This design comes from an exercise in tuning for small area, a short achievable clock period and few clock cycles per item on the open sky130 flow, not from production work. At most, simulation tests tie the RTL to the original design; equivalence was not proved. The RTL of runs 1 to 6 was laid out without a check of its function.

$ cat design/flow/config.mk
export PLATFORM = sky130hd
export DESIGN_NAME = fp_sqrt
export DESIGN_NICKNAME = fp_sqrt
export VERILOG_FILES = /design/flow/design.v
export SDC_FILE = /design/flow/constraint.sdc
export NUM_CORES = 4
export LEC_CHECK = 0
export ABC_CLOCK_PERIOD_IN_PS = 2500
export CAP_MARGIN = 20
export CORE_MARGIN = 2
export CORE_UTILIZATION = 40
export SETUP_SLACK_MARGIN = 5
export SLEW_MARGIN = 20
$ cat design/flow/constraint.sdc
create_clock -name core_clock -period 11.0 [get_ports {clk}]
set_input_delay 2.2000 -clock core_clock [delete_from_list [all_inputs] [get_ports {clk}]]
set_output_delay 2.2000 -clock core_clock [all_outputs]
set_load 0.01 [all_outputs]
$ cat design/flow/design.v
module integer_sqrt #(parameter K = 1, parameter S = 1) (clk, start, odd, frac, root, done);
    input clk;
    input start;
    input odd;
    input [51:0] frac;
    output [27:0] root;
    output done;
    localparam C  = (28 - S) / K;    
    localparam CW = $clog2(C + 1);
    reg [28:0] q;                    
    reg [29:0] rem;                  
    reg [CW-1:0] cnt;                
    reg [2*K-1:0] p;                 
    assign root = q[27:0];
    assign done = q[28];
    function [2*K-1:0] fetch;
        input [CW-1:0] c;
        input e0;
        reg [K-1:0] ev;              
        reg [K:0]   od;              
        integer n, k, i;
        begin
            ev = 0;
            od = 0;
            for (n = 0; n < C; n = n + 1)
                if (c == n)
                    for (k = 0; k <= K; k = k + 1) begin
                        i = 25 - S - K*n - k;
                        if (k < K && i >= 0) ev[K-1-k] = frac[2*i];
                        if (i >= 0) od[K-k] = frac[2*i+1];
                    end
            for (k = 0; k < K; k = k + 1)
                fetch[2*K-1-2*k -: 2] = e0 ? {od[K-k], ev[K-1-k]} : {ev[K-1-k], od[K-1-k]};
        end
    endfunction
    localparam TW = 2*S + 2;
    function [2*S+2:0] topsqrt;      
        input [TW-1:0] mt;
        reg [S:0] r;
        reg [S+1:0] m;
        reg [S+3:0] t;
        integer u;
        begin
            r = 1;
            m = mt[TW-1:TW-2] - 1'b1;
            for (u = 0; u < S; u = u + 1) begin
                t = {m, mt[2*S-1-2*u -: 2]} - {r, 2'b01};
                if (!t[S+3]) begin
                    m = t;
                    r = {r, 1'b1};
                end else begin
                    m = {m, mt[2*S-1-2*u -: 2]};
                    r = {r, 1'b0};
                end
            end
            topsqrt = {r, m};
        end
    endfunction
    wire [2*S+2:0] top_odd  = topsqrt({2'b01, frac[51 -: 2*S]});
    wire [2*S+2:0] top_even = topsqrt({1'b1, frac[51 -: 2*S+1]});
    wire [S:0] r0 = odd ? top_odd[2*S+2 -: S+1] : top_even[2*S+2 -: S+1];
    wire [S+1:0] m0 = odd ? top_odd[S+1:0] : top_even[S+1:0];
    wire [29:0] rs [0:K/2];
    wire [28:0] qs [0:K/2];
    assign rs[0] = rem;
    assign qs[0] = q;
    genvar g;
    generate
        for (g = 0; g < K/2; g = g + 1) begin : stage
            wire [1:0] p1 = p[2*K-1-4*g -: 2];
            wire [1:0] p2 = p[2*K-3-4*g -: 2];
            wire sg = rs[g][29];
            wire [28:0] qn = qs[g] ^ {29{~sg}};
            wire [30:0] t1 = {rs[g][28:0], p1} + {qn, 2'b11};
            wire [30:0] x = {rs[g][26:0], p1, p2};
            wire [30:0] t2s = x + {qn, 3'b111};
            wire [30:0] t2b = x + {qn, 4'b1111} + {qn, 3'b000};
            wire s1 = t1[30];
            wire [30:0] t2 = (s1 == sg) ? t2b : t2s;
            assign rs[g+1] = {t2[30], t2[28:0]};
            assign qs[g+1] = {qs[g][26:0], ~s1, ~t2[30]};
        end
    endgenerate
    always @(posedge clk) begin
        if (start) begin
            q   <= r0;
            rem <= m0;
            cnt <= 1;
            p   <= fetch(0, odd);
        end else begin
            if (!q[28]) q <= qs[K/2];
            rem <= rs[K/2];
            cnt <= cnt + 1'b1;
            p   <= fetch(cnt, odd);
        end
    end
endmodule
module fp_sqrt(reset, clk, i_sign, i_exp, i_frac, ready, o_sign, o_exp, o_frac);
    input reset;
    input clk;
    input i_sign;
    input wire [10:0] i_exp;
    input wire [51:0] i_frac;
    output wire ready;
    output reg o_sign;
    output reg [10:0] o_exp;
    output wire [51:0] o_frac;
    wire [27:0] root;
    always @(posedge clk) begin
        if (reset) begin
            o_sign <= i_sign;
            o_exp  <= (i_exp >> 1) + 11'd511 + i_exp[0];
        end
    end
    integer_sqrt #(.K(2), .S(2)) rooter(.clk(clk), .start(reset), .odd(i_exp[0]),
                        .frac(i_frac), .root(root), .done(ready));
    assign o_frac = {root, 24'd0};
endmodule
$ cat design/flow/flow/run.sh
#!/bin/bash
# The standard layout (the standard.sh, standard synthesis unchanged) with
# two changes to how the layout is made: the port buffers use the smallest
# buffer cell, and timing repair aims for 8 ns of setup slack.
set -o pipefail
bash standard.sh "BUFFER_PORTS_ARGS=-buffer_cell sky130_fd_sc_hd__buf_1" SETUP_SLACK_MARGIN=8  finish > flow_make.log 2>&1
$ cat design/flow/standard.sh
#!/bin/bash
# synth_recipe.tcl (not shown) runs the flow's synth.tcl, then flattens the netlist and writes it again
# the make line also repeats each setting of config.mk as NAME=value (left out here)
make -C /OpenROAD-flow-scripts/flow DESIGN_CONFIG=/design/flow/config.mk WORK_HOME=/design/flow/orfs CLKGATE_MAP_FILE= SYNTH_SCRIPT=/design/flow/synth_recipe.tcl "${@:-finish}"
==> notes.md, run 1 <==
Die Y-Extent about 150 um; Max stage delay on crit path around 0.46 ns; # setup viols final 0; Final #Nets approximately 1,400; CTS tree built; Cell Count, Final, Fillers Out 1,451; placed cell count 1,364; Congestion Overflow GR 0; crit share post-route 31.9%; Avg Inst Size Synth around 8.3 um2; post-layout util between 50% and 60%; clk latency of the worst-skew pair 0.36 ns; chip width about 150 um; Worst Tran Pin Value between 0.7 and 0.8 ns; CTS max path bufs 2; Core Area approximately 21,000 um2; skew final roughly 0.012 ns; Layout area overhead 36.0%; CTS Root Buffer Type clkbuf_16; fill count 1,938; vias 7,997; Mapped Cells around 1,000; synth top area cells ha_1, dfxtp_1, xnor2_1; Max-slew headroom approximately 51%; antenna viol nets, final 0; GRT Total Usage 22.6%; Clock Pin Slew Worst Setup and Hold Paths approximately 0.07 ns; Mapped Area 8470 um2; Placer Congestion around 0.88; slowest CP cell mux4_2; critical path data required time around 11 ns; cell mode on critical path o21ai_1; endpoint class of the critical path register; count of cell types in the netlist just under 70; leading area contributor after synthesis ha_1; sequential-to-total area share from yosys stat 20.5%; fmax about 280 MHz; DRT Pass-1 Iters 5; Die Area around 22,000 um2; Synth Warn # 72; dpl hpwl 17.3 mm; Starting Density between 40% and 50%; WP depth 8; Hold WC Path Type register to register; number of global-route vias before repair a little under 8,000; Fin Hold WS about 0.45 ns; fin crit period between 3 and 4 ns; initial antenna violation count 0; crit-path max FO 2; family with the most delay on the worst path compound AO/OA/AOI/OAI gates; WL/cell around 17 um; layout cells sized above 1 roughly 27%; DR DRC count 0; CTS Buf Count 9; largest net degree at the start of global routing 75; top-area cell type share of the netlist area a little under a fifth; DRT iter0 DRCs between 400 and 500; RSZ-0062 raised after global routing yes; final wirelength between 20 and 30 mm; reg2reg path depth 13; Setup TNS 0 ns; first-pass GRT wire length roughly 40 mm; Hold Vio Cnt, Final 0; status complete, no violations; Sink Count 79; post-route setup slack roughly 7.5 ns; Setup crit start kind primary input; pre-CTS setup slack approximately 6.5 ns; EDFF count, synth 15; crit-path cells buf_6 -> a221oi_2 -> o31ai_1 -> a222oi_1 -> o311ai_1 -> o21ai_1 -> o21ai_1 -> mux4_2; Max-cap violations 0; H-tree levels 3; WHS Path Cells 1; Seq cells post-synth 79; DR vias/cell about 5.5; PortBufs 106; Slew Viols, Final 0; Boundary Pins between 100 and 150; diode count 0; CP bufs+invs 1; Setup CP Type primary input to register; Arrival @ worst endpoint around 3.7 ns; asr flop ratio synth 0%; Main synth FF type dfxtp_1; # rows 53
## through the flow
stage	instance area, um2
2_1_floorplan	8980
3_3_place_gp	9340
3_5_place_dp	9340
4_1_cts	11200
5_1_grt	11500
6_report	11500
## state kept, by name, indices dropped and copies added (netlist names)
register	flops
rooter.rem	30
rooter.q	29
o_exp	11
rooter.cnt	4
rooter.p	4
o_sign	1
## final timing paths
path	start	end	slack (ns)
setup / recovery	i_frac[39]	rooter.p[0]	7.49
hold / removal	rooter.cnt[0]	rooter.cnt[0]	0.45
setup reg to reg	rooter.rem[29]	rooter.q[0]	7.50
hold reg to reg	rooter.cnt[0]	rooter.cnt[0]	0.45
## logic make-up (layout without fill, tap and decap cells)
family,count (synthesis),count (layout),synth area share [%]
buffers and inverters,102,238,5.78
multiplexers,37,37,4.97
other,1,24,0.0443
AO/OA/AOI/OAI,297,298,23.5
adder cells (fa/ha/maj),129,129,19.2
flip-flops,79,79,20.5
AND/OR/NAND/NOR,258,258,14.4
XOR/XNOR,113,113,11.7
## metal layers
metal,vias up,wire length (um),track usage (%)
li1,3976,-,-
met1,3766,11500,30.5
met2,225,12000,37.6
met3,30,1210,3.38
met4,0,466,6.43
met5,-,0,0
## worst reg2reg max path, cell delays in order, from the launching register on
cell and delay (ns):
dfxtp_4 0.40, buf_16 0.16, buf_4 0.15, xnor2_4 0.18, ha_1 0.29, and4_1 0.26
a221oi_2 0.34, o22ai_2 0.18, or4_4 0.51, a22oi_2 0.22, buf_6 0.17, a211oi_2 0.05
a32oi_2 0.23, o31ai_2 0.09
## final cells by class
| class | count | area [um2] | share of cell area, % |
|---|---|---|---|
| multi-input combinational | 859 | 7350 | 63.8 |
| sequential | 79 | 1830 | 15.9 |
| timing repair buffer | 180 | 1540 | 13.3 |
| tap | 275 | 344 | 2.99 |
| clock buffer | 9 | 225 | 1.96 |
| inverter | 42 | 168 | 1.46 |
| clock inverter | 7 | 61.3 | 0.532 |
## timing repair
item                       CTS  global route
setup endpoints to repair  101            82
pin swaps                   46            25
setup buffers               54            11
gates cloned                 6             0
hold buffers                 0             0
resized for setup          248            50
## synth_stat cells (22+ instances only)
| cell type | instances |
|---|---|
| a21o_1 | 49 |
| a21oi_1 | 73 |
| buf_4 | 25 |
| clkbuf_1 | 28 |
| dfxtp_1 | 64 |
| ha_1 | 126 |
| inv_1 | 42 |
| mux2i_1 | 33 |
| nand2_1 | 61 |
| nor2_1 | 90 |
| nor3_1 | 22 |
| o21ai_0 | 56 |
| xnor2_1 | 70 |
| xor2_1 | 43 |
## layout by cell type, fill, tap and decap left out, types with 15 or more instances in the layout
cell type and count:
buf_6 46, a21oi_1 58, a21o_1 49, buf_4 45, o21ai_1 21, buf_1 56
nor3_1 20, xnor2_1 45, edfxtp_1 15, dfxtp_1 37, dfxtp_4 26, xor2_1 43
o21ai_0 31, conb_1 24, nand2_1 54, xnor2_2 16, ha_1 111, nor2_1 86
inv_1 35, mux2i_1 33
==> run 2, diff against run 1 <==
==> design/flow/flow/run.sh (replaced) <==
#!/bin/bash
# The standard layout (the standard.sh, standard synthesis unchanged) with
# two changes to how the layout is made: the port buffers use the smallest
# buffer cell, and timing repair aims for 7.5 ns of setup slack.
set -o pipefail
bash standard.sh "BUFFER_PORTS_ARGS=-buffer_cell sky130_fd_sc_hd__buf_1" SETUP_SLACK_MARGIN=7.5  finish > flow_make.log 2>&1
==> run 2 against run 1 <==
Routed wire length decreased by 4.6%. Clock skew rose by 0.0011 ns. Cell count shrank 3.2%. Synthesized cell count is the same. Global-route usage fell by 1.6 points. Synthesized area did not move. Worst setup slack worse by 0.031 ns. Non-clock buffer count is 46 lower. First-iteration DRC count is 2.1% lower.
==> notes.md, run 2 <==
status complete, no violations; Finished Cell Area 10,100 um2 (-12%); crit share post-route 32.2% (+0.28 points); sequential-to-total area share from yosys stat 20.5% (unchanged); number of global-route vias before repair 7,313 (-5.0%); Synth Warn # 72 (unchanged); CP bufs+invs 1 (unchanged); DRT iter0 DRCs 476 (-2.1%); met1 usage 27.5% (-3.0 points); Boundary Pins 131 (unchanged); Main synth FF type dfxtp_1; count of cell types in the netlist 69 (unchanged); Hold Vio Cnt, Final 0 (unchanged); Final #Nets 1,318 (-3.4%); Placer Congestion 0.881 (about the same); Area after DPL 9020 um2 (-3.4%); GRT Total Usage 21.0% (-1.6 points); max FFs per register 30 (unchanged); DR vias/cell 5.57 (+1.0%); Setup crit start i_frac[39]; DR DRC count 0 (unchanged); Congestion Overflow GR 0 (unchanged); Hold WC Path Type register to register; most common cell in the synthesized netlist ha_1; crit-path cells buf_6 -> a221oi_2 -> o31ai_1 -> a222oi_1 -> o311ai_1 -> o21ai_1 -> o21ai_1 -> mux4_2; CTS tree built; DRT Pass-1 Iters 8 (+3); Max-slew headroom 51.7% (+0.57 points); antenna viol nets, final 0 (unchanged); family with the most delay on the worst path compound AO/OA/AOI/OAI gates; Layout area overhead 19.1%; cell mode on critical path o21ai_1; Fin Hold WS 0.448 ns (+0.00229 ns); endpoint class of the critical path register; Max stage delay on crit path 0.46 ns (about the same); layout cells sized above 1 12.1% (-15 points); most frequent cells in the layout ha_1, buf_1, nor2_1, a21oi_1, nand2_1; fin crit period 3.54 ns (+0.0309 ns); Clock Pin Slew Worst Setup and Hold Paths 0.07 ns (about the same); Mapped Area 8470 um2 (unchanged); diode count 0 (unchanged); Mapped Cells 1,016 (unchanged); CTS max path bufs 2 (unchanged); critical path data required time 11.24 ns (about the same); EDFF count, synth 15 (unchanged); hold wc startpoint rooter.cnt[0]; PortBufs 106 (unchanged); Seq cells post-synth 79 (unchanged); Die Y-Extent 149 um (unchanged); final wirelength 24.0 mm (-4.6%); synth cell count leaders ha_1, nor2_1, a21oi_1; CTS Buf Count 9 (unchanged); skew final 0.0136 ns (+0.00114 ns); top-area cell type share of the netlist area 18.6% (unchanged); met2 Use GR 35.2% (-2.4 points); Worst Tran Pin Value 0.724 ns (-0.00848 ns); first-pass GRT wire length 37.3 mm (-7.2%); initial antenna violation count 0 (unchanged); dpl hpwl 17.3 mm (-0.24%); fill count 2,075 (+7.1%); Core Area 20,900 um2 (unchanged); Max-cap violations 0 (unchanged); Arrival @ worst endpoint 3.78 ns (+0.04 ns); CTS Root Buffer Type clkbuf_16; H-tree levels 3 (unchanged); most common cell after layout, fill and taps aside ha_1; clk latency of the worst-skew pair 0.36 ns (about the same); leading area contributor after synthesis ha_1; # setup viols final 0 (unchanged); Setup crit start kind primary input; chip width 149 um (unchanged); largest net degree at the start of global routing 53 (-29%); Sink Count 79 (unchanged); synth top area cells ha_1, dfxtp_1, xnor2_1; slowest CP cell mux4_2; crit-path max FO 2 (unchanged); # rows 53 (unchanged); asr flop ratio synth 0% (unchanged); Die Area 22,300 um2 (unchanged); RSZ-0062 raised after global routing yes; Avg Inst Size Synth 8.33 um2 (unchanged); Starting Density 40.5% (unchanged); Slew Viols, Final 0 (unchanged); vias 7,816 (-2.3%); fmax 282 MHz (-0.87%); Setup CP Type primary input to register; Most flops, register rooter.rem; Crit Reg-Reg Startpoint rooter.q[0]; global route hottest layer met2; Setup TNS 0 ns (unchanged); WL/cell 17.1 um (-1.4%); biggest regs rooter.rem (30), rooter.q (29), o_exp (11); GR Util met3 3.05% (-0.34 points)
## run 2: cell families (layout without fill, tap and decap cells)
family	Yosys count	after routing	share of synthesized area, %
AOI/OAI and AO/OA	297	297	23.5
xor gates and xnor gates	113	113	11.7
adders and majority gates	129	129	19.2
buffers and inverters	102	192	5.78
and+or+nand+nor	258	258	14.4
other	1	24	0.0443
muxes	37	37	4.97
DFF	79	79	20.5
## run 2: per-stage QoR
step	util [%]	worst slack (ns)	instances
global placement	43.2	6.85	1363
floorplan	-	7.38	1039
global route	48.2	7.35	1404
detailed placement	43.2	6.75	1363
finish	48.2	7.46	1404
CTS	46.1	7.44	1390
## run 2: worst paths after layout
kind | cells after the start | end | slack (ns)
worst max-delay path | 8 | rooter.p[0] | 7.46
worst min-delay path | 1 | rooter.cnt[0] | 0.45
worst max register to register | 12 | rooter.q[0] | 7.53
worst min register to register | 1 | rooter.cnt[0] | 0.45
## run 2: layout make-up
cell class              instances  area [um2]  share of cell area [%]
inverters                      42         165                    1.64
clock inverters                 7        85.1                   0.844
flip-flops and latches         79        1740                    17.3
multi-input cells             858        6800                    67.5
clock buffers                   9         225                    2.23
repair buffers                134         717                    7.11
well taps                     275         344                    3.41
## run 2: worst register-to-register path, cell delays in order (launching register included)
cell       delay [ns]
edfxtp_1         0.53
xnor2_4          0.31
ha_1             0.28
o21ai_0          0.16
nor2_1           0.07
o31ai_1          0.43
a2111oi_4        0.16
or4_4            0.45
a22oi_2          0.28
buf_4            0.16
a211oi_1         0.04
a32oi_1          0.25
o31ai_1          0.09
## run 2: per-layer routing
metal  part of all wire [%]  up-vias  wire length, um
met5                      0        -                0
met4                    2.8        0              681
met3                    4.8       40             1140
met2                     47      235            11200
met1                     45     3659            10900
li1                       -     3882                -
## run 2: repair_timing
item                       4_1_cts  5_1_grt
cloned                           1        1
pin swaps                        8       23
setup endpoints to repair       38       36
resized for setup               41       65
setup buffers                   10       13
hold buffers                     0        0
==> run 3, diff against run 2 <==
--- a/design/flow/config.mk
+++ b/design/flow/config.mk
@@ -8,6 +8,6 @@
 export ABC_CLOCK_PERIOD_IN_PS = 2500
 export CAP_MARGIN = 20
 export CORE_MARGIN = 2
-export CORE_UTILIZATION = 40
+export CORE_UTILIZATION = 60
 export SETUP_SLACK_MARGIN = 5
 export SLEW_MARGIN = 20
==> run 3 against run 2 <==
Fmax barely moved. Worst hold slack got worse by 0.012 ns. Routed wire length fell by 6.8%. Synthesized area did not move. Final area fell by 0.56%. Still clean on timing, DRC and antenna.
==> notes.md, run 3 <==
status complete, no violations; slowest CP cell mux4_2; number of global-route vias before repair 7,155 (-2.2%); clk latency of the worst-skew pair 0.35 ns (about the same); Core Area 13,800 um2 (-34%); layout cells sized above 1 13.0% (+0.82 points); Worst Tran Pin Value 0.759 ns (+0.0351 ns); biggest regs rooter.rem (30), rooter.q (29), o_exp (11); Hold Vio Cnt, Final 0 (unchanged); most frequent cells in the layout ha_1, buf_1, nor2_1, a21oi_1, nand2_1; max FFs per register 30 (unchanged); Clock Pin Slew Worst Setup and Hold Paths 0.07 ns (about the same); Final #Nets 1,324 (+0.46%); diode count 0 (unchanged); most common cell in the synthesized netlist ha_1; chip width 123 um (-18%); post-route setup slack 7.45 ns (-0.000340 ns); most common cell after layout, fill and taps aside ha_1; antenna viol nets, final 0 (unchanged); GRT Total Usage 29.1% (+8.1 points); DR vias/cell 5.90 (+6.0%); pre-CTS setup slack 6.29 ns (-0.468 ns); count of cell types in the netlist 69 (unchanged); Placer Congestion 0.934 (+6.0%); Sink Count 79 (unchanged); WL/cell 17.0 um (-0.48%); first-pass GRT wire length 34.7 mm (-7.1%); Most flops, register rooter.rem; crit-path cells buf_6 -> buf_4 -> nor2b_1 -> a311oi_1 -> a21oi_1 -> o311ai_1 -> o21ai_1 -> a21oi_1 -> o22ai_1 -> o21ai_1 -> mux4_2; # setup viols final 0 (unchanged); Avg Inst Size Synth 8.33 um2 (unchanged); Die Y-Extent 123 um (-18%); Starting Density 61.2% (+21 points); Mapped Area 8470 um2 (unchanged); sequential-to-total area share from yosys stat 20.5% (unchanged); DRT iter0 DRCs 451 (-5.3%); Boundary Pins 131 (unchanged); initial antenna violation count 0 (unchanged); critical path data required time 11.23 ns (about the same); Setup TNS 0 ns (unchanged); synth cell count leaders ha_1, nor2_1, a21oi_1; EDFF count, synth 15 (unchanged); Setup crit start kind primary input; Main synth FF type dfxtp_1; Max stage delay on crit path 0.46 ns (about the same); Seq cells post-synth 79 (unchanged); asr flop ratio synth 0% (unchanged); CTS Root Buffer Type clkbuf_16; skew final 0.00739 ns (-0.00616 ns); crit share post-route 32.2% (about the same); post-layout util 72.5% (+24 points); DRT Pass-1 Iters 6 (-2); CTS max path bufs 2 (unchanged); vias 7,760 (-0.72%); final wirelength 22.3 mm (-6.8%); Die Area 15,100 um2 (-33%); PortBufs 106 (unchanged); dpl hpwl 16.1 mm (-6.7%); Mapped Cells 1,016 (unchanged); Arrival @ worst endpoint 3.77 ns (about the same); Hold WC Path Type register to register; Layout area overhead 18.4%; Fin Hold WS 0.436 ns (-0.0124 ns); leading area contributor after synthesis ha_1; Max-cap violations 0 (unchanged); fill count 1,141 (-45%); fin crit period 3.55 ns (+0.000340 ns); Slew Viols, Final 0 (unchanged); crit-path max FO 2 (unchanged); # rows 43 (-19%); fmax 282 MHz (about the same); Synth Warn # 72 (unchanged); top-area cell type share of the netlist area 18.6% (unchanged); CTS Buf Count 9 (unchanged); Congestion Overflow GR 0 (unchanged); Setup CP Type primary input to register; H-tree levels 3 (unchanged); Max-slew headroom 48.9% (-2.9 points); CTS tree built; endpoint class of the critical path register; synth top area cells ha_1, dfxtp_1, xnor2_1; RSZ-0062 raised after global routing yes; DR DRC count 0 (unchanged); largest net degree at the start of global routing 76 (+43%)
==> run 3: critical path: cells and delay by family <==
| kind | cells | cell delay [ns] |
|---|---|---|
| AOI/OAI and AO/OA | 7 | 0.81 |
| and+or+nand+nor | 1 | 0.10 |
| buffers and inverters | 2 | 0.21 |
| muxes | 1 | 0.46 |
==> run 3: logic make-up after synthesis <==
logic type	synth area share [%]
compound gates	23.5
simple gates	14.4
fa+ha+maj	19.2
xor+xnor	11.7
buf+inv	5.78
flops	20.5
mux	4.97
other cells	0.0443
==> run 3: per-layer routing <==
| metal | vias up | global-route usage (%) | wire [um] |
|---|---|---|---|
| li1 | 3890 | - | - |
| met1 | 3599 | 38.0 | 9940 |
| met2 | 244 | 49.6 | 10800 |
| met3 | 27 | 4.18 | 1170 |
| met4 | 0 | 8.41 | 446 |
| met5 | - | 0 | 0 |
==> run 3: what timing repair did <==
item,4_1_cts,5_1_grt
setup endpoints to repair,42,26
hold buffers,0,0
pin swaps,8,23
setup buffers,10,20
resized for setup,33,78
cloned,0,1
==> run 3: metrics by stage <==
step / instance area (um2) / cells
after floorplan: 8590 / 1039
final: 10000 / 1315
after detailed placement: 8900 / 1268
after global placement: 8900 / 1268
after CTS: 9440 / 1294
after global routing: 10000 / 1315
==> run 3: cell type report <==
cell class	instances	area (um2)	share of cell area [%]
Multi-Input combinational cell	858	6780	67.7
Sequential cell	79	1750	17.5
Timing Repair Buffer	140	782	7.80
Clock buffer	9	225	2.25
Tap cell	180	225	2.25
Inverter	42	171	1.71
Clock inverter	7	86.3	0.861
==> run 3: worst paths after layout <==
kind	to	slack, ns	cells after the start	start
max	rooter.p[3]	7.45	11	i_frac[39]
min	rooter.cnt[0]	0.44	1	rooter.cnt[0]
max reg2reg	rooter.q[0]	7.53	12	rooter.rem[29]
min reg2reg	rooter.cnt[0]	0.44	1	rooter.cnt[0]
==> run 4, diff against run 3 <==
--- a/design/flow/design.v
+++ b/design/flow/design.v
@@ -6,13 +6,14 @@
     output [27:0] root;
     output done;
     localparam C  = (28 - S) / K;    
-    localparam CW = $clog2(C + 1);
+    localparam CW = (C < 16) ? 4 : 5;
     reg [28:0] q;                    
+    reg rdy;                         
     reg [29:0] rem;                  
     reg [CW-1:0] cnt;                
     reg [2*K-1:0] p;                 
     assign root = q[27:0];
-    assign done = q[28];
+    assign done = rdy;
     function [2*K-1:0] fetch;
         input [CW-1:0] c;
         input e0;
@@ -84,11 +85,13 @@
     always @(posedge clk) begin
         if (start) begin
             q   <= r0;
+            rdy <= 1'b0;
             rem <= m0;
             cnt <= 1;
             p   <= fetch(0, odd);
         end else begin
             if (!q[28]) q <= qs[K/2];
+            rdy <= rdy | q[28-K];
             rem <= rs[K/2];
             cnt <= cnt + 1'b1;
             p   <= fetch(cnt, odd);
--- a/design/flow/config.mk
+++ b/design/flow/config.mk
@@ -8,6 +8,6 @@
 export ABC_CLOCK_PERIOD_IN_PS = 2500
 export CAP_MARGIN = 20
 export CORE_MARGIN = 2
-export CORE_UTILIZATION = 60
+export CORE_UTILIZATION = 40
 export SETUP_SLACK_MARGIN = 5
 export SLEW_MARGIN = 20
==> run 4 against run 3 <==
Synthesized area grew 0.84%. Count of clock-buffer cells in the layout is the same. Still clean on timing, DRC and antenna. Cell count grew 6.5%. First-iteration DRC count decreased by 13%. Global-route usage is 8.5 points lower. Final area is 0.60% higher. Sequential share of layout area grew 0.057 points.
==> notes.md, run 4 <==
Post-Synth XOR/XNOR Area 11.9% (+0.21 points); compound-gate portion of the synthesized area 22.0% (-1.5 points); CTS max path bufs 2 (unchanged); Max stage delay on crit path 0.42 ns (-0.04 ns); Cell Count, Final, Fillers Out 1,400 (+6.5%); EDFF count, synth 15 (unchanged); dpl hpwl 16.8 mm (+4.3%); DR vias/cell 5.42 (-8.2%); status complete, no violations; vias 7,582 (-2.3%); crit-path cells buf_4 -> xor2_1 -> ha_1 -> ha_4 -> a21o_1 -> a21oi_1 -> a21oi_2 -> o211ai_1 -> o31ai_4 -> a31oi_4 -> o311a_1 -> o32a_1 -> nor3b_1; mux share of post-synthesis cell area 4.22% (-0.74 points); sequential-to-total area share from yosys stat 20.5% (+0.064 points); antenna viol nets, final 0 (unchanged); placed cell count 1,355 (+6.9%); Mapped Cells 1,036 (+2.0%); diode count 0 (unchanged); Final #Nets 1,314 (-0.76%); final wirelength 23.1 mm (+3.6%); CTS Hold Buffers Added 0 (unchanged); Sink Count 80 (+1.3%); Arrival @ worst endpoint 3.67 ns (-0.10 ns); WHS Path Cells 1 (unchanged); main combinational cell family by area after synthesis compound AO/OA/AOI/OAI gates; DRT iter0 DRCs 392 (-13%); Placer Congestion 0.851 (-8.9%); number of global-route vias before repair 7,417 (+3.7%); endpoint class of the critical path register; chip width 150 um (+22%); Setup CP Type register to register; CTS Buf Count 9 (unchanged); Clock Pin Slew Worst Setup and Hold Paths 0.07 ns (about the same); RSZ-0062 raised after global routing yes; Most flops, register rooter.rem; hold endpoint rooter.cnt[0]; # rows 53 (+23%); count of cell types in the netlist 75 (+8.7%); Congestion Overflow GR 0 (unchanged); layout cells sized above 1 13.0% (+0.026 points); Area after DPL 8960 um2 (+0.75%); asr flop ratio synth 0% (unchanged); Synth Area in Adders 19.1% (-0.16 points); top-area cell type share of the netlist area 18.5% (-0.16 points); fmax 280 MHz (-0.61%); leading area contributor after synthesis ha_1; crit-path max FO 5 (+3); Synth Warn # 72 (unchanged); PortBufs 106 (unchanged); Avg Inst Size Synth 8.24 um2 (-1.1%); Main synth FF type dfxtp_1; initial antenna violation count 0 (unchanged); reg2reg path depth 13 (+1); critical path data required time 11.11 ns (-0.12 ns); Mapped Area 8540 um2 (+0.84%); Core Area 21,000 um2 (+52%); most common cell after layout, fill and taps aside ha_1; Max-cap violations 0 (unchanged); slowest CP cell edfxtp_1; Boundary Pins 131 (unchanged); DR DRC count 0 (unchanged); Fin Hold WS 0.445 ns (+0.00947 ns); simple-gate area share of the yosys netlist 14.2% (-0.19 points); most common cell in the synthesized netlist ha_1; most frequent cells in the layout ha_1, buf_1, nor2_1, nand2_1, a21oi_1; Crit Reg-Reg Startpoint rooter.q[1]; clk latency of the worst-skew pair 0.35 ns (about the same); Die Area 22,500 um2 (+49%); hold wc startpoint rooter.cnt[0]; Setup TNS 0 ns (unchanged); DRT Pass-1 Iters 5 (-1); Max-slew headroom 33.1% (-16 points); synth cell count leaders ha_1, nor2_1, a21oi_1; Hold WC Path Type register to register; Starting Density 40.7% (-20 points); synth top area cells ha_1, dfxtp_1, xnor2_1; Worst Tran Pin Value 1.00 ns (+0.245 ns); first-pass GRT wire length 37.1 mm (+7.1%); Die Y-Extent 150 um (+22%); biggest regs rooter.rem (30), rooter.q (29), o_exp (11); Hold Vio Cnt, Final 0 (unchanged); largest net degree at the start of global routing 44 (-42%); # setup viols final 0 (unchanged); fill count 2,076 (+82%); Finished Cell Area 10,100 um2 (+0.60%); GRT Total Usage 20.6% (-8.5 points); CTS Root Buffer Type clkbuf_16; FF-to-FF End rooter.q[0]; CTS tree built; fin crit period 3.57 ns (+0.0218 ns); Slew Viols, Final 0 (unchanged); WL/cell 16.5 um (-2.7%); Layout area overhead 18.1%; H-tree levels 3 (unchanged); skew final 0.00921 ns (+0.00182 ns); Setup crit start kind register; FF-to-FF setup slack 7.43 ns (-0.10 ns); max FFs per register 30 (unchanged); crit share post-route 32.4% (+0.20 points); Seq cells post-synth 80 (+1.3%)
## run 4: changes by cell type in the layout (fill, tap and decap cells not counted), sizes merged, moves of 8 or more
cell | previous run | this run
nand2 | 61 | 79
o21ai | 60 | 46
a211oi | 11 | 22
a21o | 49 | 38
a21oi | 73 | 82
nor2 | 90 | 82
## run 4: cells by family (layout without fill, tap and decap cells)
family / Yosys count / in the layout
muxes: 36 / 36
xor gates and xnor gates: 116 / 116
adders and majority gates: 129 / 129
buffers and inverters: 129 / 194
AOI/OAI and AO/OA: 285 / 285
DFF: 80 / 80
and+or+nand+nor: 260 / 261
other: 1 / 24
## run 4: worst max path at each step
stage	start	end	slack, ns	cells past startpoint
floorplan	i_frac[49]	rooter.q[0]	7.50	7
global placement	rooter.rem[29]	rooter.q[0]	6.87	13
detailed placement	rooter.rem[29]	rooter.q[0]	6.80	13
CTS	rooter.rem[29]	rooter.q[0]	7.44	13
global route	rooter.rem[29]	rooter.q[0]	7.28	13
finish	rooter.q[1]	rooter.q[0]	7.43	13
## run 4: through the flow
stage | util [%] | setup WS [ns]
global placement | 42.8 | 6.87
detailed placement | 42.8 | 6.80
finish | 48.1 | 7.43
global route | 48.1 | 7.28
CTS | 46.3 | 7.44
floorplan | - | 7.50
## run 4: what timing repair did
action,CTS,global route
resized for setup,51,50
gates cloned,2,1
endpoints found under the setup margin,35,29
setup buffers,10,16
pin swaps,6,25
## run 4: layout make-up
type / count / area [um2] / area share (%)
clock buffers: 9 / 225 / 2.23
clock inverters: 7 / 83.8 / 0.831
inverters: 41 / 160 / 1.59
multi-input cells: 851 / 6790 / 67.3
flip-flops and latches: 80 / 1770 / 17.5
well taps: 275 / 344 / 3.41
repair buffers: 137 / 714 / 7.09
## run 4: routing by layer
layer | vias up | share of wire (%) | global-route usage [%] | routed length (um)
met3 | 18 | 4.0 | 3.36 | 927
met5 | - | 0 | 0 | 0
met4 | 0 | 1.2 | 4.34 | 281
met2 | 168 | 48 | 36.0 | 11100
met1 | 3551 | 47 | 26.6 | 10800
li1 | 3845 | - | - | -
## run 4: critical path, delay by kind of cell (launching register included)
kind	cells	cell delay, ns
buffers and inverters	1	0.18
AO/OA/AOI/OAI	8	1.76
XOR/XNOR	1	0.16
adder cells (fa/ha/maj)	2	0.67
AND/OR/NAND/NOR	1	0.14
flip-flops	1	0.42
==> run 5, diff against run 4 <==
--- a/design/flow/config.mk
+++ b/design/flow/config.mk
@@ -5,6 +5,7 @@
 export SDC_FILE = /design/flow/constraint.sdc
 export NUM_CORES = 4
 export LEC_CHECK = 0
+export ABC_AREA = 1
 export ABC_CLOCK_PERIOD_IN_PS = 2500
 export CAP_MARGIN = 20
 export CORE_MARGIN = 2
==> run 5 against run 4 <==
Highest routed layer unchanged. Worst setup slack better by 0.16 ns. Synthesized area is 9.2% higher. Fmax is 4.8% higher. Still clean. Synthesized cell count is 32% higher. Worst hold slack better by 0.023 ns. Clock skew is 0.0031 ns higher. Count of clock-buffer cells in the layout stayed put. First-iteration DRC count is 59% higher. Flip-flop and latch count stayed put. Sequential share of layout area is 0.44 points lower. Critical path depth is 1 lower.
==> notes.md, run 5 <==
WHS Path Cells 1 (unchanged); PortBufs 106 (unchanged); clk latency of the worst-skew pair 0.36 ns (about the same); sequential-to-total area share from yosys stat 18.8% (-1.7 points); DRT iter0 DRCs 625 (+59%); largest net degree at the start of global routing 32 (-27%); post-layout util 45.1% (-3.0 points); final wirelength 27.6 mm (+19%); Final #Nets 1,647 (+25%); GRT Total Usage 22.6% (+2.0 points); Die Y-Extent 157 um (+4.4%); crit-path max FO 8 (+3); crit-path cells clkbuf_4 -> clkinvlp_4 -> ha_2 -> inv_1 -> ha_1 -> inv_1 -> nand2_2 -> nand2_1 -> o21ai_0 -> o22ai_2 -> nand2_1 -> nand2_1; CTS tree built; endpoint class of the critical path register; most common cell after layout, fill and taps aside nand2_1; top-area cell type share of the netlist area 16.9% (-1.6 points); Hold Vio Cnt, Final 0 (unchanged); Setup CP Type primary input to register; Slew Viols, Final 0 (unchanged); EDFF count, synth 15 (unchanged); slowest CP cell o21ai_0; status complete, no violations; hold wc startpoint rooter.cnt[0]; synth cell count leaders nand2_1, inv_1, nor2_1; CTS max path bufs 2 (unchanged); Hold WC Path Type register to register; skew final 0.0123 ns (+0.00310 ns); Clock Pin Slew Worst Setup and Hold Paths 0.07 ns (about the same); antenna viol nets, final 0 (unchanged); vias 9,148 (+21%); Seq cells post-synth 80 (unchanged); Synth Warn # 72 (unchanged); Congestion Overflow GR 0 (unchanged); RSZ-0062 raised after global routing yes; layout cells sized above 1 4.39% (-8.6 points); chip width 157 um (+4.4%); crit share post-route 30.9% (-1.5 points); CTS Root Buffer Type clkbuf_16; # rows 55 (+3.8%); count of cell types in the netlist 44 (-41%); Mapped Cells 1,372 (+32%); critical path data required time 11.24 ns (+0.13 ns); leading area contributor after synthesis ha_1; Arrival @ worst endpoint 3.65 ns (-0.02 ns); Worst Tran Pin Value 0.604 ns (-0.400 ns); hold endpoint rooter.cnt[0]; Setup crit start kind primary input; dpl hpwl 21.7 mm (+29%); family with the most delay on the worst path buffers and inverters; initial antenna violation count 0 (unchanged); Starting Density 40.9% (+0.19 points); pre-CTS setup slack 6.40 ns (-0.404 ns); Max-cap violations 0 (unchanged); reg2reg path depth 13 (unchanged); Core Area 22,800 um2 (+8.7%); Placer Congestion 0.955 (+12%); most frequent cells in the layout nand2_1, nor2_1, inv_1, ha_1, buf_1; fin crit period 3.40 ns (-0.164 ns); FF-to-FF End rooter.rem[16]; Setup TNS 0 ns (unchanged); Most flops, register rooter.rem; Sink Count 80 (unchanged); Mapped Area 9320 um2 (+9.2%); Layout area overhead 10.2%; H-tree levels 3 (unchanged); # setup viols final 0 (unchanged); cell mode on critical path nand2_1; biggest regs rooter.rem (30), rooter.q (29), o_exp (11); fmax 294 MHz (+4.8%); Main synth FF type dfxtp_1; asr flop ratio synth 0% (unchanged); WL/cell 15.6 um (-5.7%); first-pass GRT wire length 43.8 mm (+18%); Die Area 24,500 um2 (+9.0%); most common cell in the synthesized netlist nand2_1; DR vias/cell 5.17 (-4.6%); Boundary Pins 131 (unchanged); DRT Pass-1 Iters 5 (unchanged); FF-to-FF setup slack 7.75 ns (+0.32 ns); DR DRC count 0 (unchanged); synth top area cells ha_1, dfxtp_1, nand2_1; CTS Buf Count 9 (unchanged); diode count 0 (unchanged); number of global-route vias before repair 8,765 (+18%); Max stage delay on crit path 0.25 ns (-0.17 ns); Max-slew headroom 59.4% (+26 points); CP bufs+invs 4 (+3); Avg Inst Size Synth 6.80 um2 (-18%); post-route setup slack 7.60 ns (+0.164 ns); max FFs per register 30 (unchanged); Crit Reg-Reg Startpoint rooter.rem[29]
[run 5: changes by cell type after synthesis, moves of 11 or more]
cell and delta:
a211oi_1 -19, nand3_1 +59, xnor2_1 -26, xor2_1 +22
nor2_1 +67, mux2i_1 -36, o22ai_1 +18, nor2b_1 -16
clkbuf_1 -12, o21ai_1 +11, inv_1 +113, o21ai_0 +33
nand2_1 +188
[run 5: layer usage]
metal | global-route usage [%] | vias to the layer above | wire length (um) | share of wire, %
met2 | 38.1 | 264 | 12700 | 46
met5 | 0 | - | 0 | 0
met1 | 30.0 | 4181 | 12600 | 46
li1 | - | 4670 | - | -
met4 | 6.55 | 0 | 609 | 2.2
met3 | 3.13 | 33 | 1680 | 6.1
[run 5: worst max-delay path by stage]
| stage | to | from | cells past startpoint | slack, ns |
|---|---|---|---|---|
| after floorplan | o_exp[10] | i_exp[0] | 8 | 7.50 |
| after global placement | rooter.q[2] | reset | 5 | 6.09 |
| after detailed placement | rooter.q[2] | reset | 5 | 6.40 |
| after CTS | rooter.rem[2] | i_frac[49] | 14 | 7.54 |
| after global routing | rooter.rem[1] | i_frac[49] | 13 | 7.46 |
| final | rooter.rem[2] | i_frac[49] | 12 | 7.60 |
[run 5: what timing repair did]
item,CTS,global route
pin swaps,0,2
hold buffers,0,0
cloned,2,1
gates resized for setup,10,18
setup endpoints to repair,72,47
hold endpoints to repair,0,0
setup buffers,4,7
[run 5: logic make-up (layout without fill, tap and decap cells)]
group,count (synthesis),count (layout),share of synthesized area [%]
AND/OR/NAND/NOR,546,546,24.6
AO/OA/AOI/OAI,278,278,17.3
buffers and inverters,227,290,11.5
adder cells (fa/ha/maj),128,128,17.3
XOR/XNOR,112,112,10.5
flip-flops,80,80,18.8
other,1,24,0.0402
[run 5: layout make-up]
class / instances / area (um2)
clock inverters: 7 / 86.3
repair buffers: 118 / 531
clock buffers: 9 / 225
flip-flops and latches: 80 / 1760
repair inverters: 3 / 20.0
fillers: 2462 / 12500
well taps: 313 / 392
multi-input cells: 1088 / 6670
inverters: 153 / 594
[run 5: stage by stage]
step	hold slack, ns	instance area [um2]	cells
2_1_floorplan	0.413	9440	1395
3_3_place_gp	0.445	9740	1741
3_5_place_dp	0.450	9740	1741
4_1_cts	0.465	10100	1763
5_1_grt	0.483	10300	1771
6_report	0.469	10300	1771
==> run 6, diff against run 5 <==
--- a/design/flow/design.v
+++ b/design/flow/design.v
@@ -6,14 +6,13 @@
     output [27:0] root;
     output done;
     localparam C  = (28 - S) / K;    
-    localparam CW = (C < 16) ? 4 : 5;
+    localparam CW = $clog2(C + 1);
     reg [28:0] q;                    
-    reg rdy;                         
     reg [29:0] rem;                  
     reg [CW-1:0] cnt;                
     reg [2*K-1:0] p;                 
     assign root = q[27:0];
-    assign done = rdy;
+    assign done = q[28];
     function [2*K-1:0] fetch;
         input [CW-1:0] c;
         input e0;
@@ -85,13 +84,11 @@
     always @(posedge clk) begin
         if (start) begin
             q   <= r0;
-            rdy <= 1'b0;
             rem <= m0;
             cnt <= 1;
             p   <= fetch(0, odd);
         end else begin
             if (!q[28]) q <= qs[K/2];
-            rdy <= rdy | q[28-K];
             rem <= rs[K/2];
             cnt <= cnt + 1'b1;
             p   <= fetch(cnt, odd);
==> design/flow/flow/run.sh (replaced) <==
#!/bin/bash
# The standard layout (the standard.sh, standard synthesis unchanged) with
# two changes to how the layout is made: the port buffers use the smallest
# buffer cell, and timing repair aims for 7 ns of setup slack.
set -o pipefail
bash standard.sh "BUFFER_PORTS_ARGS=-buffer_cell sky130_fd_sc_hd__buf_1" SETUP_SLACK_MARGIN=7  finish > flow_make.log 2>&1
--- a/design/flow/config.mk
+++ b/design/flow/config.mk
@@ -5,7 +5,6 @@
 export SDC_FILE = /design/flow/constraint.sdc
 export NUM_CORES = 4
 export LEC_CHECK = 0
-export ABC_AREA = 1
 export ABC_CLOCK_PERIOD_IN_PS = 2500
 export CAP_MARGIN = 20
 export CORE_MARGIN = 2
==> run 6 against run 5 <==
Synthesized cell count decreased by 26%. Non-clock buffer count is 3 lower. First-iteration DRC count fell by 24%. Synthesized area is 9.2% lower. Flip-flop and latch count shrank 1. Via count is 17% lower. Die area down 9.0%. Final area down 8.7%. Routed wire length shrank 18%. Register-to-register slack got worse by 0.53 ns. Core utilization is 0.20 points lower. Critical endpoint is now ready. Highest routed layer unchanged.
==> notes.md, run 6 <==
largest net degree at the start of global routing 75 (+130%); fmax 261 MHz (-11%); Crit Reg-Reg Startpoint rooter.rem[29]; CTS Hold Buffers Added 0 (unchanged); Mapped Area 8470 um2 (-9.2%); DR vias/cell 5.48 (+6.0%); Arrival @ worst endpoint 1.63 ns (-2.02 ns); Boundary Pins 131 (unchanged); Max-slew headroom 30.9% (-28 points); Fin Hold WS 0.449 ns (-0.0191 ns); Worst Setup EP ready; placed cell count 1,363 (-22%); clk latency of the worst-skew pair 0.36 ns (about the same); PortBufs 106 (unchanged); DRT Pass-1 Iters 5 (unchanged); synth cell count leaders ha_1, nor2_1, a21oi_1; count of cell types in the netlist 69 (+57%); most common cell in the synthesized netlist ha_1; crit-path max FO 32 (+24); Avg Inst Size Synth 8.33 um2 (+23%); Placer Congestion 0.895 (-6.3%); asr flop ratio synth 0% (unchanged); WHS Path Cells 1 (unchanged); family with the most delay on the worst path flip-flops; crit share post-route 34.9% (+3.9 points); top-area cell type share of the netlist area 18.6% (+1.7 points); DR DRC count 0 (unchanged); RSZ-0062 raised after global routing no; # setup viols final 0 (unchanged); Starting Density 40.5% (-0.41 points); Congestion Overflow GR 0 (unchanged); Most flops, register rooter.rem; sequential-to-total area share from yosys stat 20.5% (+1.7 points); crit-path cells buf_1; Setup CP Type register to output port; diode count 0 (unchanged); biggest regs rooter.rem (30), rooter.q (29), o_exp (11); most common cell after layout, fill and taps aside ha_1; top sig layer met4; final wirelength 22.5 mm (-18%); number of global-route vias before repair 7,221 (-18%); initial antenna violation count 0 (unchanged); fin crit period 3.83 ns (+0.431 ns); DR WL met3 1.01 mm (-40%); Slew Viols, Final 0 (unchanged); Mapped Cells 1,016 (-26%); CTS Root Buffer Type clkbuf_16; leading area contributor after synthesis ha_1; Setup crit start kind register; CTS max path bufs 2 (unchanged); met2 wire length 10.4 mm (-18%); CP bufs+invs 1 (-3); WL/cell 16.2 um (+4.2%); Hold WC Path Type register to register; chip width 149 um (-4.6%); Max-cap violations 0 (unchanged); Layout area overhead 10.8%; Cell Count, Final, Fillers Out 1,385 (-22%); Seq cells post-synth 79 (-1.3%); # rows 53 (-3.6%); H-tree levels 3 (unchanged); Clock Pin Slew Worst Setup and Hold Paths 0.07 ns (about the same); most frequent cells in the layout ha_1, buf_1, nor2_1, a21oi_1, xnor2_1; critical path data required time 8.80 ns (-2.44 ns); CTS tree built; FF-to-FF End rooter.q[0]; Core Area 20,900 um2 (-8.3%); Synth Warn # 72 (unchanged); dpl hpwl 17.3 mm (-20%); Setup TNS 0 ns (unchanged); Max stage delay on crit path 1.01 ns (+0.76 ns); reg2reg path depth 13 (unchanged); M1 WL 10.6 mm (-15%); Finished Cell Area 9380 um2 (-8.7%); DRT iter0 DRCs 478 (-24%); Hold Vio Cnt, Final 0 (unchanged); Area after DPL 8990 um2 (-7.7%); Sink Count 79 (-1.3%); CTS Buf Count 9 (unchanged); Final #Nets 1,299 (-21%); GRT Total Usage 20.5% (-2.0 points); vias 7,586 (-17%); endpoint class of the critical path output port; Die Y-Extent 149 um (-4.6%); FF-to-FF setup slack 7.22 ns (-0.53 ns); skew final 0.0112 ns (-0.00112 ns); slowest CP cell dfxtp_2; Die Area 22,300 um2 (-9.0%); max FFs per register 30 (unchanged); status complete, no violations; layout cells sized above 1 4.41% (+0.025 points); Setup crit start rooter.q[28]; first-pass GRT wire length 36.8 mm (-16%); Main synth FF type dfxtp_1; Worst Tran Pin Value 1.04 ns (+0.433 ns); synth top area cells ha_1, dfxtp_1, xnor2_1; WP depth 1 (-11); antenna viol nets, final 0 (unchanged); EDFF count, synth 15 (unchanged)
-- run 6: cell types whose count changed after synthesis, sizes merged, moves of 13 or more --
| cell | change |
|---|---|
| nor2 | -61 |
| buf | -32 |
| a21oi | -16 |
| mux2i | +33 |
| nand3 | -60 |
| o22ai | -20 |
| nor2b | +13 |
| xnor2 | +27 |
| nand2 | -206 |
| inv | -111 |
| o21ai | -30 |
| xor2 | -26 |
| clkbuf | +18 |
-- run 6: cell type report --
| class | count | area, um2 |
|---|---|---|
| inverter | 42 | 158 |
| clock buffer | 9 | 225 |
| sequential | 79 | 1740 |
| timing repair buffer | 115 | 483 |
| multi-input combinational | 858 | 6360 |
| tap | 275 | 344 |
| clock inverter | 7 | 81.3 |
| fill | 2163 | 11500 |
-- run 6: stage by stage --
step                setup WS [ns]  utilization (%)
detailed placement           6.52             43.0
global placement             6.62             43.0
finish                       7.17             44.9
global route                 7.00             44.9
floorplan                    7.17                -
CTS                          7.04             44.8
-- run 6: metal layers --
layer	up-vias	track usage, %
li1	3834	-
met1	3539	27.4
met2	184	34.2
met3	29	3.08
met4	0	6.19
met5	-	0
-- run 6: cells by family after synthesis --
logic type | share of synthesized area (%)
flip-flops | 20.5
buffers and inverters | 5.78
XOR/XNOR | 11.7
adder cells (fa/ha/maj) | 19.2
multiplexers | 4.97
AO/OA/AOI/OAI | 23.5
other | 0.0443
AND/OR/NAND/NOR | 14.4
-- run 6: repair_timing --
item                                    4_1_cts  5_1_grt
gates cloned                                  0        0
endpoints found under the setup margin       30       23
pin swaps                                     0        1
resized for setup                             5        5
buffers inserted                              4        2
-- run 6: worst min-delay path by stage --
stage / startpoint / to / slack [ns]
2_1_floorplan: rooter.cnt[0] / rooter.cnt[0] / 0.40
3_3_place_gp: rooter.cnt[0] / rooter.cnt[0] / 0.42
3_5_place_dp: rooter.cnt[0] / rooter.cnt[0] / 0.43
4_1_cts: rooter.cnt[0] / rooter.cnt[0] / 0.45
5_1_grt: rooter.cnt[0] / rooter.cnt[0] / 0.48
6_report: rooter.cnt[0] / rooter.cnt[0] / 0.45
==> run 7, diff against run 6 <==
--- a/design/flow/design.v
+++ b/design/flow/design.v
@@ -6,7 +6,7 @@
     output [27:0] root;
     output done;
     localparam C  = (28 - S) / K;    
-    localparam CW = $clog2(C + 1);
+    localparam CW = (C < 16) ? 4 : 5;
     reg [28:0] q;                    
     reg [29:0] rem;                  
     reg [CW-1:0] cnt;                
==> run 7 against run 6 <==
Still clean on timing, DRC and antenna. Worst hold slack did not move. Clock skew did not move. Count of clock-buffer cells in the layout did not move. Worst setup slack did not move. Global-route usage did not move. Via count did not move. Routed wire length did not move. Fmax did not move. Cell count did not move. First-iteration DRC count did not move. Critical path type unchanged. Critical endpoint unchanged.
==> notes.md, run 7 <==
crit share post-route 34.9% (unchanged); slowest CP cell dfxtp_2; critical path data required time 8.80 ns (about the same); Congestion Overflow GR 0 (unchanged); Worst Tran Pin Value 1.04 ns (unchanged); synth cell count leaders ha_1, nor2_1, a21oi_1; dpl hpwl 17.3 mm (unchanged); fill count 2,163 (unchanged); Max-cap violations 0 (unchanged); fmax 261 MHz (unchanged); CTS max path bufs 2 (unchanged); Boundary Pins 131 (unchanged); Finished Cell Area 9380 um2 (unchanged); # setup viols final 0 (unchanged); Mapped Cells 1,016 (unchanged); fin crit period 3.83 ns (unchanged); leading area contributor after synthesis ha_1; top-area cell type share of the netlist area 18.6% (unchanged); layout cells sized above 1 4.41% (unchanged); Core Area 20,900 um2 (unchanged); vias 7,586 (unchanged); synth top area cells ha_1, dfxtp_1, xnor2_1; Seq cells post-synth 79 (unchanged); antenna viol nets, final 0 (unchanged); most common cell in the synthesized netlist ha_1; DRT Pass-1 Iters 5 (unchanged); first-pass GRT wire length 36.8 mm (unchanged); max FFs per register 30 (unchanged); Main synth FF type dfxtp_1; diode count 0 (unchanged); CTS Buf Count 9 (unchanged); post-route setup slack 7.17 ns (unchanged); crit-path max FO 32 (unchanged); post-layout util 44.9% (unchanged); DR DRC count 0 (unchanged); Cell Count, Final, Fillers Out 1,385 (unchanged); skew final 0.0112 ns (unchanged); Placer Congestion 0.895 (unchanged); Hold WC Path Type register to register; Die Y-Extent 149 um (unchanged); Final #Nets 1,299 (unchanged); crit-path cells buf_1; Fin Hold WS 0.449 ns (unchanged); pre-CTS setup slack 6.52 ns (unchanged); most common cell after layout, fill and taps aside ha_1; DR vias/cell 5.48 (unchanged); largest net degree at the start of global routing 75 (unchanged); biggest regs rooter.rem (30), rooter.q (29), o_exp (11); CP bufs+invs 1 (unchanged); number of global-route vias before repair 7,221 (unchanged); Synth Warn # 72 (unchanged); Setup crit start kind register; family with the most delay on the worst path flip-flops; clk latency of the worst-skew pair 0.36 ns (about the same); Sink Count 79 (unchanged); Slew Viols, Final 0 (unchanged); chip width 149 um (unchanged); initial antenna violation count 0 (unchanged); Avg Inst Size Synth 8.33 um2 (unchanged); GRT Total Usage 20.5% (unchanged); Max stage delay on crit path 1.01 ns (about the same); Most flops, register rooter.rem; DRT iter0 DRCs 478 (unchanged); CTS Root Buffer Type clkbuf_16; status complete, no violations; placed cell count 1,363 (unchanged); endpoint class of the critical path output port; PortBufs 106 (unchanged); # rows 53 (unchanged); most frequent cells in the layout ha_1, buf_1, nor2_1, a21oi_1, xnor2_1; Clock Pin Slew Worst Setup and Hold Paths 0.07 ns (about the same); WL/cell 16.2 um (unchanged); Hold Vio Cnt, Final 0 (unchanged); final wirelength 22.5 mm (unchanged); Arrival @ worst endpoint 1.63 ns (about the same); CTS Hold Buffers Added 0 (unchanged); Area after DPL 8990 um2 (unchanged); sequential-to-total area share from yosys stat 20.5% (unchanged); Max-slew headroom 30.9% (unchanged); CTS tree built; EDFF count, synth 15 (unchanged); count of cell types in the netlist 69 (unchanged); Starting Density 40.5% (unchanged); asr flop ratio synth 0% (unchanged); H-tree levels 3 (unchanged); RSZ-0062 raised after global routing no; Layout area overhead 10.8% (unchanged); Setup TNS 0 ns (unchanged); Die Area 22,300 um2 (unchanged); Setup CP Type register to output port; Mapped Area 8470 um2 (unchanged)
[run 7: layout make-up]
cell class                 instances  area (um2)  share of cell area, %
multi-input combinational        858        6360                   67.7
clock buffer                       9         225                   2.40
inverter                          42         158                   1.68
sequential                        79        1740                   18.5
tap                              275         344                   3.67
timing repair buffer             115         483                   5.15
clock inverter                     7        81.3                  0.867
[run 7: final timing paths]
| path | startpoint | end | slack [ns] | depth (start not counted) |
|---|---|---|---|---|
| max | rooter.q[28] | ready | 7.17 | 1 |
| min | rooter.cnt[0] | rooter.cnt[0] | 0.45 | 1 |
| max reg2reg | rooter.rem[29] | rooter.q[0] | 7.22 | 13 |
| min reg2reg | rooter.cnt[0] | rooter.cnt[0] | 0.45 | 1 |
[run 7: cell families after synthesis]
kind of cell    share of synthesized area [%]
compound gates                           23.5
simple gates                             14.4
fa+ha+maj                                19.2
xor+xnor                                 11.7
buf+inv                                  5.78
flops                                    20.5
mux                                      4.97
other cells                            0.0443
[run 7: metal layers]
metal | GRT usage, % | part of all wire (%) | vias to the layer above
met5 | 0 | 0 | -
met4 | 6.19 | 2.1 | 0
met3 | 3.08 | 4.5 | 29
met2 | 34.2 | 46 | 184
met1 | 27.4 | 47 | 3539
li1 | - | - | 3834
[run 7: timing repair]
item,in CTS,in global routing
pin swaps,0,1
endpoints found under the setup margin,30,23
gates cloned,0,0
gates resized for setup,5,5
hold endpoints to repair,0,0
setup buffers,4,2
Testbench counts of run 7, summed over its fixed seeds: cycles 26,880, items 1,920.
==> run 8, diff against run 7 <==
--- a/design/flow/design.v
+++ b/design/flow/design.v
@@ -8,11 +8,12 @@
     localparam C  = (28 - S) / K;    
     localparam CW = (C < 16) ? 4 : 5;
     reg [28:0] q;                    
+    reg rdy;                         
     reg [29:0] rem;                  
     reg [CW-1:0] cnt;                
     reg [2*K-1:0] p;                 
     assign root = q[27:0];
-    assign done = q[28];
+    assign done = rdy;
     function [2*K-1:0] fetch;
         input [CW-1:0] c;
         input e0;
@@ -56,8 +57,19 @@
             topsqrt = {r, m};
         end
     endfunction
-    wire [2*S+2:0] top_odd  = topsqrt({2'b01, frac[51 -: 2*S]});
-    wire [2*S+2:0] top_even = topsqrt({1'b1, frac[51 -: 2*S+1]});
+    wire [2*S+2:0] tab_odd  [0:(1 << 2*S) - 1];
+    wire [2*S+2:0] tab_even [0:(1 << 2*S+1) - 1];
+    genvar v;
+    generate
+        for (v = 0; v < (1 << 2*S); v = v + 1) begin : todd
+            assign tab_odd[v] = topsqrt({2'b01, v[2*S-1:0]});
+        end
+        for (v = 0; v < (1 << 2*S+1); v = v + 1) begin : teven
+            assign tab_even[v] = topsqrt({1'b1, v[2*S:0]});
+        end
+    endgenerate
+    wire [2*S+2:0] top_odd  = tab_odd[frac[51 -: 2*S]];
+    wire [2*S+2:0] top_even = tab_even[frac[51 -: 2*S+1]];
     wire [S:0] r0 = odd ? top_odd[2*S+2 -: S+1] : top_even[2*S+2 -: S+1];
     wire [S+1:0] m0 = odd ? top_odd[S+1:0] : top_even[S+1:0];
     wire [29:0] rs [0:K/2];
@@ -84,11 +96,13 @@
     always @(posedge clk) begin
         if (start) begin
             q   <= r0;
+            rdy <= 1'b0;
             rem <= m0;
             cnt <= 1;
             p   <= fetch(0, odd);
         end else begin
             if (!q[28]) q <= qs[K/2];
+            rdy <= rdy | q[28-K];
             rem <= rs[K/2];
             cnt <= cnt + 1'b1;
             p   <= fetch(cnt, odd);
==> design/flow/flow/run.sh (replaced) <==
#!/bin/bash
# The standard layout (the standard.sh, standard synthesis unchanged) with
# two changes to how the layout is made: the port buffers use the smallest
# buffer cell, and timing repair aims for 7.5 ns of setup slack.
set -o pipefail
bash standard.sh "BUFFER_PORTS_ARGS=-buffer_cell sky130_fd_sc_hd__buf_1" SETUP_SLACK_MARGIN=7.5  finish > flow_make.log 2>&1
--- a/design/flow/config.mk
+++ b/design/flow/config.mk
@@ -5,6 +5,7 @@
 export SDC_FILE = /design/flow/constraint.sdc
 export NUM_CORES = 4
 export LEC_CHECK = 0
+export ABC_AREA = 1
 export ABC_CLOCK_PERIOD_IN_PS = 2500
 export CAP_MARGIN = 20
 export CORE_MARGIN = 2
==> run 8 against run 7 <==
Fmax is 12% higher. Cell count grew 21%. Routed wire length up 16%. Count of clock-buffer cells in the layout stayed put. Highest routed layer unchanged. Sequential share of layout area is 1.0 points lower. Largest cell class unchanged.
==> notes.md, run 8 <==
status complete, no violations; WL/cell 15.6 um (-4.0%); leading area contributor after synthesis ha_1; GRT Total Usage 21.4% (+0.86 points); Setup crit start kind primary input; CTS tree built; DRT iter0 DRCs 563 (+18%); number of global-route vias before repair 8,329 (+15%); crit-path max FO 14 (-56%); synth cell count leaders nand2_1, nor2_1, inv_1; sequential-to-total area share from yosys stat 19.0% (-1.5 points); Starting Density 40.7% (+0.19 points); synth top area cells ha_1, dfxtp_1, nand2_1; Setup CP Type primary input to register; Die Area 24,300 um2 (+8.6%); Boundary Pins 131 (unchanged); Die Y-Extent 156 um (+4.2%); clk latency of the worst-skew pair 0.36 ns (about the same); Final #Nets 1,575 (+21%); Most flops, register rooter.rem; most frequent cells in the layout nand2_1, nor2_1, inv_1, ha_1, buf_1; CTS Buf Count 9 (unchanged); Congestion Overflow GR 0 (unchanged); Layout area overhead 9.05%; DRT Pass-1 Iters 5 (unchanged); Setup TNS 0 ns (unchanged); Synth Warn # 72 (unchanged); CTS Hold Buffers Added 0 (unchanged); largest net degree at the start of global routing 37 (-51%); GR Util met3 3.00% (-0.079 points); pre-CTS setup slack 5.64 ns (-0.876 ns); Core Area 22,600 um2 (+8.4%); Arrival @ worst endpoint 3.53 ns (+1.90 ns); met1 usage 28.2% (+0.75 points); Clock Pin Slew Worst Setup and Hold Paths 0.07 ns (about the same); critical path data required time 11.11 ns (+2.31 ns); Max-slew headroom 62.4% (+32 points); endpoint class of the critical path register; PortBufs 106 (unchanged); DR vias/cell 5.19 (-5.2%); Seq cells post-synth 80 (+1.3%); biggest regs rooter.rem (30), rooter.q (29), o_exp (11); top-area cell type share of the netlist area 16.3% (-2.3 points); asr flop ratio synth 0% (unchanged); skew final 0.0146 ns (+0.00340 ns); H-tree levels 3 (unchanged); CTS max path bufs 2 (unchanged); most common cell in the synthesized netlist nand2_1; diode count 0 (unchanged); Sink Count 80 (+1.3%); Hold Vio Cnt, Final 0 (unchanged); RSZ-0062 raised after global routing yes; met2 Use GR 37.0% (+2.8 points); Slew Viols, Final 0 (unchanged); vias 8,712 (+15%); max FFs per register 30 (unchanged); crit share post-route 31.1% (-3.8 points); antenna viol nets, final 0 (unchanged); most common cell after layout, fill and taps aside nand2_1; Avg Inst Size Synth 7.01 um2 (-16%); Main synth FF type dfxtp_1; count of cell types in the netlist 55 (-20%); # rows 55 (+3.8%); post-route setup slack 7.58 ns (+0.417 ns); Hold WC Path Type register to register; global route hottest layer met2; CTS Root Buffer Type clkbuf_16; DR DRC count 0 (unchanged); layout cells sized above 1 5.96% (+1.5 points); initial antenna violation count 0 (unchanged); first-pass GRT wire length 41.7 mm (+13%); # setup viols final 0 (unchanged); final wirelength 26.1 mm (+16%); fmax 293 MHz (+12%); Mapped Area 9220 um2 (+8.9%); Mapped Cells 1,315 (+29%); fin crit period 3.42 ns (-0.417 ns); Placer Congestion 0.922 (+3.0%); Max-cap violations 0 (unchanged); EDFF count, synth 15 (unchanged); Worst Tran Pin Value 0.560 ns (-0.477 ns); chip width 156 um (+4.2%); dpl hpwl 20.9 mm (+21%)
[run 8: cell count changes after synthesis, sizes merged, moves of 14 or more]
cell | before | now
buf | 32 | 65
nand3 | 17 | 90
o22ai | 5 | 24
inv | 42 | 127
o21ai | 60 | 74
clkbuf | 28 | 8
mux2i | 33 | 0
a21oi | 73 | 95
xnor2 | 70 | 51
nand2 | 61 | 260
nor2 | 90 | 139
xor2 | 43 | 63
[run 8: path summary, 6_finish.rpt]
| kind | depth (start not counted) | to | startpoint | slack (ns) |
|---|---|---|---|---|
| worst max-delay path | 10 | o_exp[8] | i_exp[0] | 7.58 |
| worst min-delay path | 1 | rooter.cnt[0] | rooter.cnt[0] | 0.46 |
| worst min register to register | 1 | rooter.cnt[0] | rooter.cnt[0] | 0.46 |
| worst max register to register | 14 | rooter.q[0] | rooter.rem[29] | 7.66 |
[run 8: worst max-delay path: stages]
cell,delay [ns]
buf_4,0.18
inv_12,0.10
ha_4,0.14
ha_4,0.14
nand2_2,0.05
or3_4,0.38
nor2_4,0.12
inv_2,0.04
o21ai_1,0.11
nand2_1,0.06
[run 8: cell type report]
type	instances	area [um2]
fill	2421	12600
timing repair inverter	1	7.51
tap	285	357
timing repair buffer	109	452
multi-input combinational	1057	6630
sequential	80	1760
clock inverter	7	109
inverter	129	520
clock buffer	9	225
[run 8: cells by family (layout without fill, tap and decap cells)]
group                    Yosys count  in the layout  share of synthesized area [%]
other                              1             24                         0.0407
flip-flops                        80             80                           19.0
XOR/XNOR                         114            114                           11.0
AND/OR/NAND/NOR                  534            535                           25.2
buffers and inverters            202            255                           11.0
adder cells (fa/ha/maj)          122            122                           16.7
AO/OA/AOI/OAI                    262            262                           17.1
[run 8: layer usage]
layer  share of wire, %  routed length, um  up-vias
met1                 46              12000     3995
met4                1.7                434        0
met3                5.0               1310       25
met5                  0                  0        -
met2                 47              12400      218
li1                   -                  -     4474
[run 8: repair_timing]
item,in CTS,in global routing
buffers inserted,0,1
endpoints found under the setup margin,68,50
pin swaps,0,2
resized for setup,9,11
gates cloned,0,2
[run 8: stage by stage]
step | hold slack (ns) | cells | cell area (um2) | utilization, %
final | 0.459 | 1677 | 10100 | 44.4
after global routing | 0.495 | 1677 | 10100 | 44.4
after CTS | 0.459 | 1674 | 9970 | 44.1
after detailed placement | 0.445 | 1658 | 9610 | 42.4
after global placement | 0.435 | 1658 | 9610 | 42.4
after floorplan | 0.412 | 1338 | 9370 | -
Testbench counts of run 8, summed over its fixed seeds: cycles 26,880, items 1,920.

-- static timing again, ports no longer ideal --
Ports are ideal in the flow. The routed layouts listed here were re-timed in OpenROAD.
Step 1, drivers: a clkbuf_16 drives clk and a buf_2 each remaining input, both assumed.
Step 2 moves the port delays by t, midway between the first and last clock arrival at a register: inputs arrive t later, outputs are due t later. That takes back most of the time a late clock gives input paths.
Slacks: ideal ports / drivers / drivers and shift; pairs: ideal ports / drivers.
run	shift t [ns]	setup WS [ns]	clock arrival spread, ns
run 1	0.403	7.486 / 7.492 / 7.089	0.013 / 0.012
run 2	0.401	7.455 / 7.468 / 7.067	0.014 / 0.014
run 3	0.386	7.455 / 7.455 / 7.070	0.008 / 0.007
run 4	0.391	7.433 / 7.433 / 7.149	0.009 / 0.009
run 5	0.401	7.597 / 7.618 / 7.217	0.012 / 0.012
run 6	0.403	7.166 / 7.118 / 6.942	0.011 / 0.012
run 7	0.403	7.166 / 7.118 / 6.942	0.011 / 0.012
run 8	0.401	7.583 / 7.604 / 7.202	0.015 / 0.015
After both steps every run listed still meets setup and hold. For run 1, which loses most, drivers alone change the setup slack by +0.006 ns; drivers and shift together by -0.397 ns.
